What follows belongs to an exercise in optimizing a design on an open flow for small area and a short achievable clock period; a production flow would make more cautious choices. The RTL was checked by simulation tests, not by an equivalence proof against the original design.

// lab4_2
module lab4_2( 
              input wire      mode,
              input wire[2:0] opCode,
              input wire[3:0] value,
              input clk,
              input reset,
              output reg[9:0] result,
              output reg cacheFull,
              output reg invalidOp,
              output reg overflow);
==> flow/config.mk <==
export PLATFORM = sky130hd
export DESIGN_NAME = lab4_2
export DESIGN_NICKNAME = lab4_2
export VERILOG_FILES = /design/flow/design.v
export SDC_FILE = /design/flow/constraint.sdc
export NUM_CORES = 4
export LEC_CHECK = 0
export CAP_MARGIN = 20
export CORE_MARGIN = 2
export CORE_UTILIZATION = 60
export CTS_BUF_LIST = sky130_fd_sc_hd__clkbuf_16
export CTS_CLUSTER_DIAMETER = 100
export CTS_CLUSTER_SIZE = 22
export SETUP_SLACK_MARGIN = 4.4
export SLEW_MARGIN = 20
export SYNTH_HIERARCHICAL = 1
export SYNTH_MINIMUM_KEEP_SIZE = 0
==> flow/constraint.sdc <==
create_clock -name core_clock -period 8.0 [get_ports {clk}]
set_input_delay 1.6000 -clock core_clock [delete_from_list [all_inputs] [get_ports {clk}]]
set_output_delay 1.6000 -clock core_clock [all_outputs]
set_load 0.01 [all_outputs]
run.sh (not shown) runs the stock make flow with config.mk's settings and CLKGATE_MAP_FILE= SYNTH_SCRIPT=/design/flow/synth_recipe.tcl, a recipe that flattens the netlist after the stock synthesis.
Change:
CORE_UTILIZATION = 40   (was 60)
SETUP_SLACK_MARGIN = 4.5   (was 4.4)
The changed run ran to the end with no violations; sequential cell count is unchanged; critical path depth is unchanged; area after synthesis stays the same; die area increases by 49%; clock skew rises by 0.014 ns; routed wire length climbs by 3.1%; worst setup slack gets worse by 0.035 ns; core utilization went down by 22 points.
Change:
CORE_UTILIZATION = 50   (was 40)
The new run completed without violations.
Global-route usage goes up by 4.7 points.
Via count barely changes.
Design area goes down by 1.3%.
Fmax goes up by 0.87%.
Change:
CORE_UTILIZATION = 40   (was 50)
SETUP_SLACK_MARGIN = 4.4   (was 4.5)
TNS_END_PERCENT = 10   (was default)
What happened: Worst setup slack is worse by 0.042 ns; count of clock-buffer cells in the layout is unchanged; wire length shrinks by 5.6%; critical path depth grows by 1; final area grows by 1.5%; die area grows by about 24%; synthesized area stays the same; core utilization shrinks by 10 points; final cell count grows by 8.2%; hold slack is worse by 0.036 ns.
Change:
TNS_END_PERCENT = default   (was 10)
Setup slack is worse by 0.0087 ns.
Hold slack is better by 0.051 ns.
Via count rose by 2.5%.

## run A
lab4_2, a different RTL version from the one above (not shown whole).
For scale: about 1200 cells after synthesis, ~270 flip-flops, roughly 23 I/O pins.
Design lab4_2, start of the top module:
module lab4_2( 
              input wire      mode,
              input wire[2:0] opCode,
              input wire[3:0] value,
              input clk,
              input reset,
              output reg[9:0] result,
              output reg cacheFull,
              output reg invalidOp,
              output reg overflow);
==> flow/config.mk <==
export PLATFORM = sky130hd
export DESIGN_NAME = lab4_2
export DESIGN_NICKNAME = lab4_2
export VERILOG_FILES = /design/flow/design.v
export SDC_FILE = /design/flow/constraint.sdc
export NUM_CORES = 4
export LEC_CHECK = 0
export CAP_MARGIN = 20
export CORE_MARGIN = 2
export CORE_UTILIZATION = 40
export CTS_BUF_LIST = sky130_fd_sc_hd__clkbuf_8
export CTS_CLUSTER_DIAMETER = 100
export CTS_CLUSTER_SIZE = 16
export SETUP_SLACK_MARGIN = 3.5
export SLEW_MARGIN = 20
==> flow/constraint.sdc <==
create_clock -name core_clock -period 8.0 [get_ports {clk}]
set_input_delay 1.6000 -clock core_clock [delete_from_list [all_inputs] [get_ports {clk}]]
set_output_delay 1.6000 -clock core_clock [all_outputs]
set_load 0.01 [all_outputs]
Run A went all the way through the flow, and no timing, DRC or antenna check failed.
diff inputs: run A => run B
-- flow/config.mk --
<<< run A, line 11
export CTS_BUF_LIST = sky130_fd_sc_hd__clkbuf_8
>>> run B, line 11
export CTS_BUF_LIST = sky130_fd_sc_hd__clkbuf_16
<<< run A, line 13
export CTS_CLUSTER_SIZE = 16
>>> run B, line 13
export CTS_CLUSTER_SIZE = 22
--- outcome ---
Reported for run B and run A, number of well taps turned out identical to the last digit. Between run B and run A, the die area does not differ in any meaningful way. Endpoint arrival time on the critical path, run B and run A, higher one = run A. Sort run B and run A by final critical path time including I/O delays and setup, ascending, and run A comes first. Looking at share of the clock period used by the worst path after layout, run B sits 0.18 points higher than run A does. Comparing run B and run A, the lower wire length of the first global-routing pass is on run B. In terms of all-layer global routing usage, run A and run B differ only marginally. Final design area excluding fillers: higher on run B.

RTL: one of the versions met above, not the one the previous note started from.
For scale: about 1100 cells after synthesis, about 280 flip-flops, roughly 23 I/O pins, about 15000 um^2 of cells after synthesis.
Settings: LEC_CHECK=0, CAP_MARGIN=20, CORE_MARGIN=2, CORE_UTILIZATION=60, CTS_BUF_LIST=sky130_fd_sc_hd__clkbuf_16, CTS_CLUSTER_DIAMETER=100, CTS_CLUSTER_SIZE=22, SETUP_SLACK_MARGIN=4.5, SLEW_MARGIN=20, SYNTH_HIERARCHICAL=1, SYNTH_MINIMUM_KEEP_SIZE=0; clock period 8.0 ns.
==> next run, changes <==
- CORE_UTILIZATION: 60 -> 40
- SETUP_SLACK_MARGIN: 4.5 -> 4.7
=> Cell area rises by 4.0%. Global-route usage falls by 9.5 points. Synthesized cell count does not change. Clock skew falls by 8.9 ps. Flip-flop and latch count is unchanged. Utilization falls by 21 points. Worst hold slack degrades by 18 ps. Final cell count rises by 14%.
==> next run, changes <==
- CORE_UTILIZATION: 40 -> 70
- SETUP_SLACK_MARGIN: 4.7 -> 4.5
Result: The changed run ran to the end with no violations. Clock skew went up by 7.1 ps. Synthesized area does not change. Core utilization went up by 31 points. Register-to-register slack degrades by 20 ps. Global-route usage went up by 13 points. Via count barely changes. Final cell count went down by 15%.
==> next run, changes <==
- CORE_UTILIZATION: 70 -> 50
- CTS_BUF_LIST: sky130_fd_sc_hd__clkbuf_16 -> sky130_fd_sc_hd__clkbuf_8 sky130_fd_sc_hd__clkbuf_16
- CTS_CLUSTER_DIAMETER: 100 -> 80
- CTS_CLUSTER_SIZE: 22 -> 14
Routed wire length came out higher by 6.7%. Area after synthesis is unchanged. Synthesized cell count is unchanged. Design area came out higher by 2.1%. Die area came out higher by 39%. Register-to-register slack improves by 20 ps. Fmax came out higher by 0.66%. Core utilization came out lower by 21 points.

== lane 1 ==
Starting RTL as in the previous note.
export LEC_CHECK = 0
export CAP_MARGIN = 20
export CORE_MARGIN = 2
export CORE_UTILIZATION = 50
export CTS_BUF_LIST = sky130_fd_sc_hd__clkbuf_16
export CTS_CLUSTER_DIAMETER = 120
export CTS_CLUSTER_SIZE = 28
export SETUP_SLACK_MARGIN = 4.5
export SLEW_MARGIN = 20
export SYNTH_HIERARCHICAL = 1
export SYNTH_MINIMUM_KEEP_SIZE = 0
create_clock -name core_clock -period 8.0 [get_ports {clk}]
Lane 1 reached the end of the flow, and the finished layout is clean on the timing, DRC and antenna checks.
Changes in lane 2 relative to lane 1:
- CTS_CLUSTER_SIZE now 22, was 28
- SETUP_SLACK_MARGIN now 4.4, was 4.5
- CTS_CLUSTER_DIAMETER now 100, was 120
Results
Worst path setup slack after routing, lane 1 and lane 2, lower one = lane 1. Compared to lane 1, the router laid down less metal wire for lane 2. ~same maximum clock rate in lane 1 and lane 2. For final period utilization, lane 2 and lane 1 come out practically identical. From lane 2 to lane 1, adder-cell share of the synthesized area did not move at all. Comparing lane 2 against lane 1, there is no change at all in post-synthesis average cell area. Summary of lane 2 over lane 1: wire length of the first global-routing pass lost 1.4%; initial antenna violation count picked up an extra 1.
Relative to lane 2, the following input files were edited for lane 3:
- changing SETUP_SLACK_MARGIN from 4.4 to 4.2
- changing CORE_UTILIZATION from 50 to 40
Findings:
- Lane 3 ran to completion and came out clean on the timing, DRC and antenna checks.
- Taking lane 2 as the reference, in lane 3 core region area went up, horizontal extent of the die went up.
- Lane 3 reports its worst setup path endpoint as overflow while lane 2 reports result[9].
- Compared with lane 2, lane 3 shows core utilization lower by 11 points.
- Against lane 2, post-placement cell count in lane 3 rose by a little under 10%.
- Between lane 2 and lane 3, instance count on the critical path increased.
- On clock network area share, lane 3 and lane 2 are neck and neck.
- For the pre-CTS setup slack, lane 3 came in 0.52 ns lower than lane 2 did.

run 2:
lab4_2 with an RTL version that a note above also has.
Size in the first run: about 1200 cells after synthesis.
clock: 8.0 ns
lec_check: 0
cap_margin: 20
core_margin: 2
core_utilization: 40
setup_slack_margin: 2.5
slew_margin: 20
Per the final summary, run 2 finished and its layout is clean on timing, DRC and antenna.
#### Input delta (run 5 over run 2)
Settings: swapping 2.5 for 5 in SETUP_SLACK_MARGIN.
### Flow results
Summary of run 5 over run 2: global router's overall resource usage went up by 2.9 points; insertion delay of the later-clocked pin in the worst-skew pair went down by 40 ps.
Side by side, worst setup slack after layout turned out higher in run 5 than in run 2.
Relative to run 2, post-layout minimum cycle time has decreased by 1150 ps in run 5.
Of run 5 and run 2, the higher sequential cell area share belongs to run 2.
Sort run 5 and run 2 by count of clock-buffer cells in the layout, descending, and run 2 comes first.
Run 5 vs run 2: routed wire length up

-- afterwards: timing with drivers on the ports --
Ports are ideal in the flow. The routed layouts listed here were re-timed in OpenROAD.
Step 1 assumes that a clkbuf_16 drives the clock port and a buf_2 every other input.
Step 2 also shifts input and output timing later by t, the mid clock arrival at the registers, as if the neighbouring blocks saw the same clock.
Slacks: no drivers / after step 1 / after step 2; pairs: no drivers / after step 1.
| run | t (ns) | setup slack, ns | worst hold slack (ns) | slew at the worst register clock pin (ns) | worst data-port slew with drivers (ns) |
|---|---|---|---|---|---|
| the first run of note 1 | 0.555 | 4.424 / 4.424 / 3.911 | 0.521 / 0.521 / 0.521 | 0.09 / 0.09 | 0.03 |
| the second run of note 1 | 0.561 | 4.389 / 4.389 / 4.129 | 0.501 / 0.501 / 0.501 | 0.10 / 0.10 | 0.03 |
| the third run of note 1 | 0.544 | 4.421 / 4.421 / 3.954 | 0.498 / 0.498 / 0.498 | 0.09 / 0.09 | 0.03 |
| the fourth run of note 1 | 0.550 | 4.378 / 4.378 / 3.906 | 0.462 / 0.462 / 0.462 | 0.09 / 0.09 | 0.03 |
| the fifth run of note 1 | 0.550 | 4.369 / 4.369 / 4.024 | 0.513 / 0.513 / 0.513 | 0.10 / 0.10 | 0.03 |
| run A | 0.592 | 3.725 / 3.725 / 3.231 | 0.498 / 0.498 / 0.498 | 0.12 / 0.12 | 0.05 |
| run B | 0.545 | 3.711 / 3.711 / 3.279 | 0.491 / 0.491 / 0.491 | 0.09 / 0.09 | 0.05 |
| the first run of note 3 | 0.550 | 4.417 / 4.417 / 3.966 | 0.522 / 0.522 / 0.522 | 0.09 / 0.09 | 0.03 |
| the second run of note 3 | 0.553 | 4.404 / 4.404 / 4.037 | 0.505 / 0.505 / 0.505 | 0.10 / 0.10 | 0.03 |
| the third run of note 3 | 0.531 | 4.389 / 4.389 / 4.067 | 0.460 / 0.460 / 0.460 | 0.10 / 0.10 | 0.03 |
| the fourth run of note 3 | 0.567 | 4.412 / 4.412 / 3.953 | 0.491 / 0.491 / 0.491 | 0.07 / 0.07 | 0.03 |
| lane 1 | 0.534 | 4.424 / 4.424 / 3.971 | 0.498 / 0.498 / 0.498 | 0.12 / 0.12 | 0.03 |
| lane 2 | 0.540 | 4.433 / 4.433 / 3.929 | 0.494 / 0.494 / 0.494 | 0.09 / 0.09 | 0.03 |
| lane 3 | 0.536 | 4.326 / 4.326 / 3.911 | 0.465 / 0.465 / 0.465 | 0.09 / 0.09 | 0.04 |
| run 2 | 0.621 | 2.873 / 2.873 / 2.873 | 0.504 / 0.504 / 0.504 | 0.06 / 0.06 | 0.04 |
| run 5 | 0.603 | 4.025 / 4.025 / 4.025 | 0.491 / 0.491 / 0.491 | 0.07 / 0.07 | 0.03 |
After both steps every run listed still meets setup and hold. The setup slack of the first run of note 1, which loses most, moves by 0.000 ns with the drivers and by -0.513 ns with both steps.
